This design comes from an exercise in tuning for small area, a short achievable clock period and few clock cycles on the open sky130 flow, not from production work. Only simulation tests tie the RTL to the original design; equivalence was not proved.

oak:
// FPTrig
module FPTrig(
    input clock,
    input reset,
    input start,
    input [1:0] func,
    input [31:0] a_in,
    output reg [31:0] result,
    output reg done
    );
    localparam [31:0] ONE  = 32'h3f800000;
    localparam [31:0] PI_2 = 32'h3fc8f5c3;
    function [4:0] clz24(input [23:0] m);
        reg [31:0] x;
        reg [15:0] v0, c0;
        reg [7:0]  v1;
        reg [15:0] c1;
        reg [3:0]  v2;
        reg [11:0] c2;
        reg [1:0]  v3;
        reg [7:0]  c3;
        integer j;
        begin
            x = {m, 8'hff};
            for (j = 0; j < 16; j = j + 1) begin
                v0[j] = x[2*j+1] | x[2*j];
                c0[j] = ~x[2*j+1];
            end
            for (j = 0; j < 8; j = j + 1) begin
                v1[j] = v0[2*j+1] | v0[2*j];
                c1[2*j +: 2] = v0[2*j+1] ? {1'b0, c0[2*j+1]} : {1'b1, c0[2*j]};
            end
            for (j = 0; j < 4; j = j + 1) begin
                v2[j] = v1[2*j+1] | v1[2*j];
                c2[3*j +: 3] = v1[2*j+1] ? {1'b0, c1[2*(2*j+1) +: 2]} : {1'b1, c1[2*(2*j) +: 2]};
            end
            for (j = 0; j < 2; j = j + 1) begin
                v3[j] = v2[2*j+1] | v2[2*j];
                c3[4*j +: 4] = v2[2*j+1] ? {1'b0, c2[3*(2*j+1) +: 3]} : {1'b1, c2[3*(2*j) +: 3]};
            end
            clz24 = v3[1] ? {1'b0, c3[7:4]} : {1'b1, c3[3:0]};
        end
    endfunction
    function [31:0] fadd_core(input [31:0] a, input [31:0] b);
        reg        swap;
        reg [7:0]  d, E;
        reg [23:0] L, Sx, S;
        reg [24:0] m;
        reg [4:0]  lz, nz;
        begin
            swap = b[30:0] > a[30:0];
  ...
Size in the first run: about 5,700 cells after synthesis, roughly 70 I/O pins, about 37,000 sq um of cells after synthesis.
export LEC_CHECK = 0
export ABC_AREA = 1
export CAP_MARGIN = 20
export CORE_MARGIN = 2
export CORE_UTILIZATION = 30
export SLEW_MARGIN = 20
create_clock -name core_clock -period 20.0 [get_ports {clock}]
standard.sh (not shown) runs the stock make flow with config.mk's settings and CLKGATE_MAP_FILE= SYNTH_SCRIPT=/design/flow/synth_recipe.tcl, a recipe that flattens the netlist after the stock synthesis.
==> flow/flow/run.sh <==
#!/bin/bash
# The standard layout (the standard.sh, standard synthesis included) with
# a larger setup margin for the resizer's timing repair, so that it keeps
# shortening paths below the 20 ns clock. Full make output goes to flow.log.
set -euo pipefail
bash standard.sh SETUP_SLACK_MARGIN=11 finish > flow.log 2>&1
Testbench counts of oak, summed over its fixed seeds: cycles 47,984.
## Diff of input files: pine against oak
--- a/flow/design.v
+++ b/flow/design.v
@@ -4,73 +4,41 @@
     input reset,
     input start,
     input [1:0] func,
     input [31:0] a_in,
     output reg [31:0] result,
     output reg done
     );
     localparam [31:0] ONE  = 32'h3f800000;
     localparam [31:0] PI_2 = 32'h3fc8f5c3;
-    function [4:0] clz24(input [23:0] m);
-        reg [31:0] x;
-        reg [15:0] v0, c0;
-        reg [7:0]  v1;
-        reg [15:0] c1;
-        reg [3:0]  v2;
-        reg [11:0] c2;
-        reg [1:0]  v3;
-        reg [7:0]  c3;
-        integer j;
-        begin
-            x = {m, 8'hff};
-            for (j = 0; j < 16; j = j + 1) begin
-                v0[j] = x[2*j+1] | x[2*j];
-                c0[j] = ~x[2*j+1];
-            end
-            for (j = 0; j < 8; j = j + 1) begin
-                v1[j] = v0[2*j+1] | v0[2*j];
-                c1[2*j +: 2] = v0[2*j+1] ? {1'b0, c0[2*j+1]} : {1'b1, c0[2*j]};
-            end
-            for (j = 0; j < 4; j = j + 1) begin
-                v2[j] = v1[2*j+1] | v1[2*j];
-                c2[3*j +: 3] = v1[2*j+1] ? {1'b0, c1[2*(2*j+1) +: 2]} : {1'b1, c1[2*(2*j) +: 2]};
-            end
-            for (j = 0; j < 2; j = j + 1) begin
-                v3[j] = v2[2*j+1] | v2[2*j];
-                c3[4*j +: 4] = v2[2*j+1] ? {1'b0, c2[3*(2*j+1) +: 3]} : {1'b1, c2[3*(2*j) +: 3]};
-            end
-            clz24 = v3[1] ? {1'b0, c3[7:4]} : {1'b1, c3[3:0]};
-        end
-    endfunction
     function [31:0] fadd_core(input [31:0] a, input [31:0] b);
         reg        swap;
         reg [7:0]  d, E;
         reg [23:0] L, Sx, S;
         reg [24:0] m;
-        reg [4:0]  lz, nz;
+        reg [4:0]  lz;
         begin
             swap = b[30:0] > a[30:0];
             d  = swap ? b[30:23] - a[30:23] : a[30:23] - b[30:23];
             L  = swap ? {1'b1, b[22:0]} : {1'b1, a[22:0]};
             Sx = swap ? {1'b1, a[22:0]} : {1'b1, b[22:0]};
             S  = (d >= 8'd24) ? 24'd0 : Sx >> d[4:0];
             E  = swap ? b[30:23] : a[30:23];
             m  = (a[31] ^ b[31]) ? {1'b0, L} - {1'b0, S} : {1'b0, L} + {1'b0, S};
-            nz = clz24(m[23:0]);
             if (m[24]) begin
                 fadd_core = {a[31], E + 8'd1, m[23:1]};
             end else begin
                 lz[4] = m[23:8] == 16'd0;  if (lz[4]) m = m << 16;
                 lz[3] = m[23:16] == 8'd0;  if (lz[3]) m = m << 8;
                 lz[2] = m[23:20] == 4'd0;  if (lz[2]) m = m << 4;
                 lz[1] = m[23:22] == 2'd0;  if (lz[1]) m = m << 2;
                 lz[0] = ~m[23];            if (lz[0]) m = m << 1;
-                fadd_core = {a[31] ^ ((a[31] ^ b[31]) & swap), E - ((nz == 5'd24) ? 8'd23 : {3'd0, nz}), m[22:0]};
+                fadd_core = {a[31] ^ ((a[31] ^ b[31]) & swap), E - (m[23] ? {3'd0, lz} : 8'd23), m[22:0]};
             end
         end
     endfunction
     function [31:0] faddsub(input [31:0] a, input [31:0] b, input sub);
         reg [31:0] bb;
         reg a0, b0;
         begin
             bb = {b[31] ^ sub, b[30:0]};
             a0 = a[30:0] == 31'd0;
@@ -184,19 +152,19 @@
     reg ac1, ac2, ac3, ac4, ac5;
     wire first = sn1 | c1 | a1 | ac1;
     wire last  = sn5 | c4 | a6 | ac5;
     wire busy  = first | sn2 | sn3 | sn4 | c2 | c3 | a2 | a3 | a4 | a5 | ac2 | ac3 | ac4;
     wire m3    = sn3 | a3 | ac3;           
     wire m4    = sn4 | a4 | ac4;           
     wire [31:0] mul_a = first ? X : A;
     wire [31:0] mul_b = ({32{first | sn2 | a2 | ac2}} & X) | ({32{c2}} & A) | ({32{m3}} & result);
     wire [47:0] mul_p;
-    mul24 u_mul(.x({1'b1, mul_b[22:0]}), .z({1'b1, mul_a[22:0]}), .p(mul_p));
+    mul24 u_mul(.x({1'b1, mul_a[22:0]}), .z({1'b1, mul_b[22:0]}), .p(mul_p));
     wire [7:0]  mul_e = mul_a[30:23] + mul_b[30:23] - 8'd126;
     wire [31:0] mul_y = (mul_a[30:0] == 31'b0 || mul_b[30:0] == 31'b0) ? 32'b0 :
                         mul_p[47] ? {mul_a[31] ^ mul_b[31], mul_e, mul_p[46:24]} :
                                     {mul_a[31] ^ mul_b[31], mul_e - 8'd1, mul_p[45:24], 1'b0};
     wire [31:0] div_in = m4 ? A : result;
     wire [1:0]  div_k  = sn4 ? 2'd1 : ((a4 | ac4) ? 2'd2 : 2'd0);
     wire [7:0]  div_ed = c3 ? 8'd131 : (sn4 ? 8'd133 : ((a4 | ac4) ? 8'd132 : 8'd129));
     wire [31:0] div_y  = fdivk(div_in, div_k, div_ed);
     wire [31:0] add_a = ({32{sn4 | a6 | ac4}} & X) | ({32{sn5 | ac5}} & result) | ({32{c2}} & ONE) |
==> comparison <==
- Sort pine and oak by clock period minus final worst setup slack, ascending, and pine comes first.
- Delta (pine minus oak): critical path arrival went down 320 ps; wire length fell about 2.7%; synthesized cell count grew by 55; number of library cell types mapped by synthesis decreased by 5 relative to the old numbers; final setup slack of the worst path saw an increase.
- pine vs oak — via count of the first global-routing pass rose about 0.3%.
- Between oak and pine, the flow reports layout net count increasing slightly.
- Changes observed in pine relative to oak: final cell count went up, wire length of the first global-routing pass saw a decrease.
Testbench counts of pine, summed over its fixed seeds: cycles 47,984.

separate check: timing with driven ports:
Ports are ideal in the flow. The routed layouts listed here were re-timed in OpenROAD.
Step 1 sets driving cells, clkbuf_16 on the clock port and buf_2 on the other inputs (assumed; they add their load-dependent delay and slew).
Step 2 times the ports against the registers' clock, not the clock port: input delays grow and output delays shrink by t, the midpoint of the rising clock arrivals with the driver on.
a / b / c = ideal / step 1 / step 2; a / b = the first two.
run	shift t [ns]	slack for setup (ns)	worst register clock-pin slew, ns
oak	0.481	8.603 / 8.603 / 8.603	0.07 / 0.07
pine	0.480	8.893 / 8.893 / 8.893	0.07 / 0.07
After both steps every run listed still meets setup and hold.
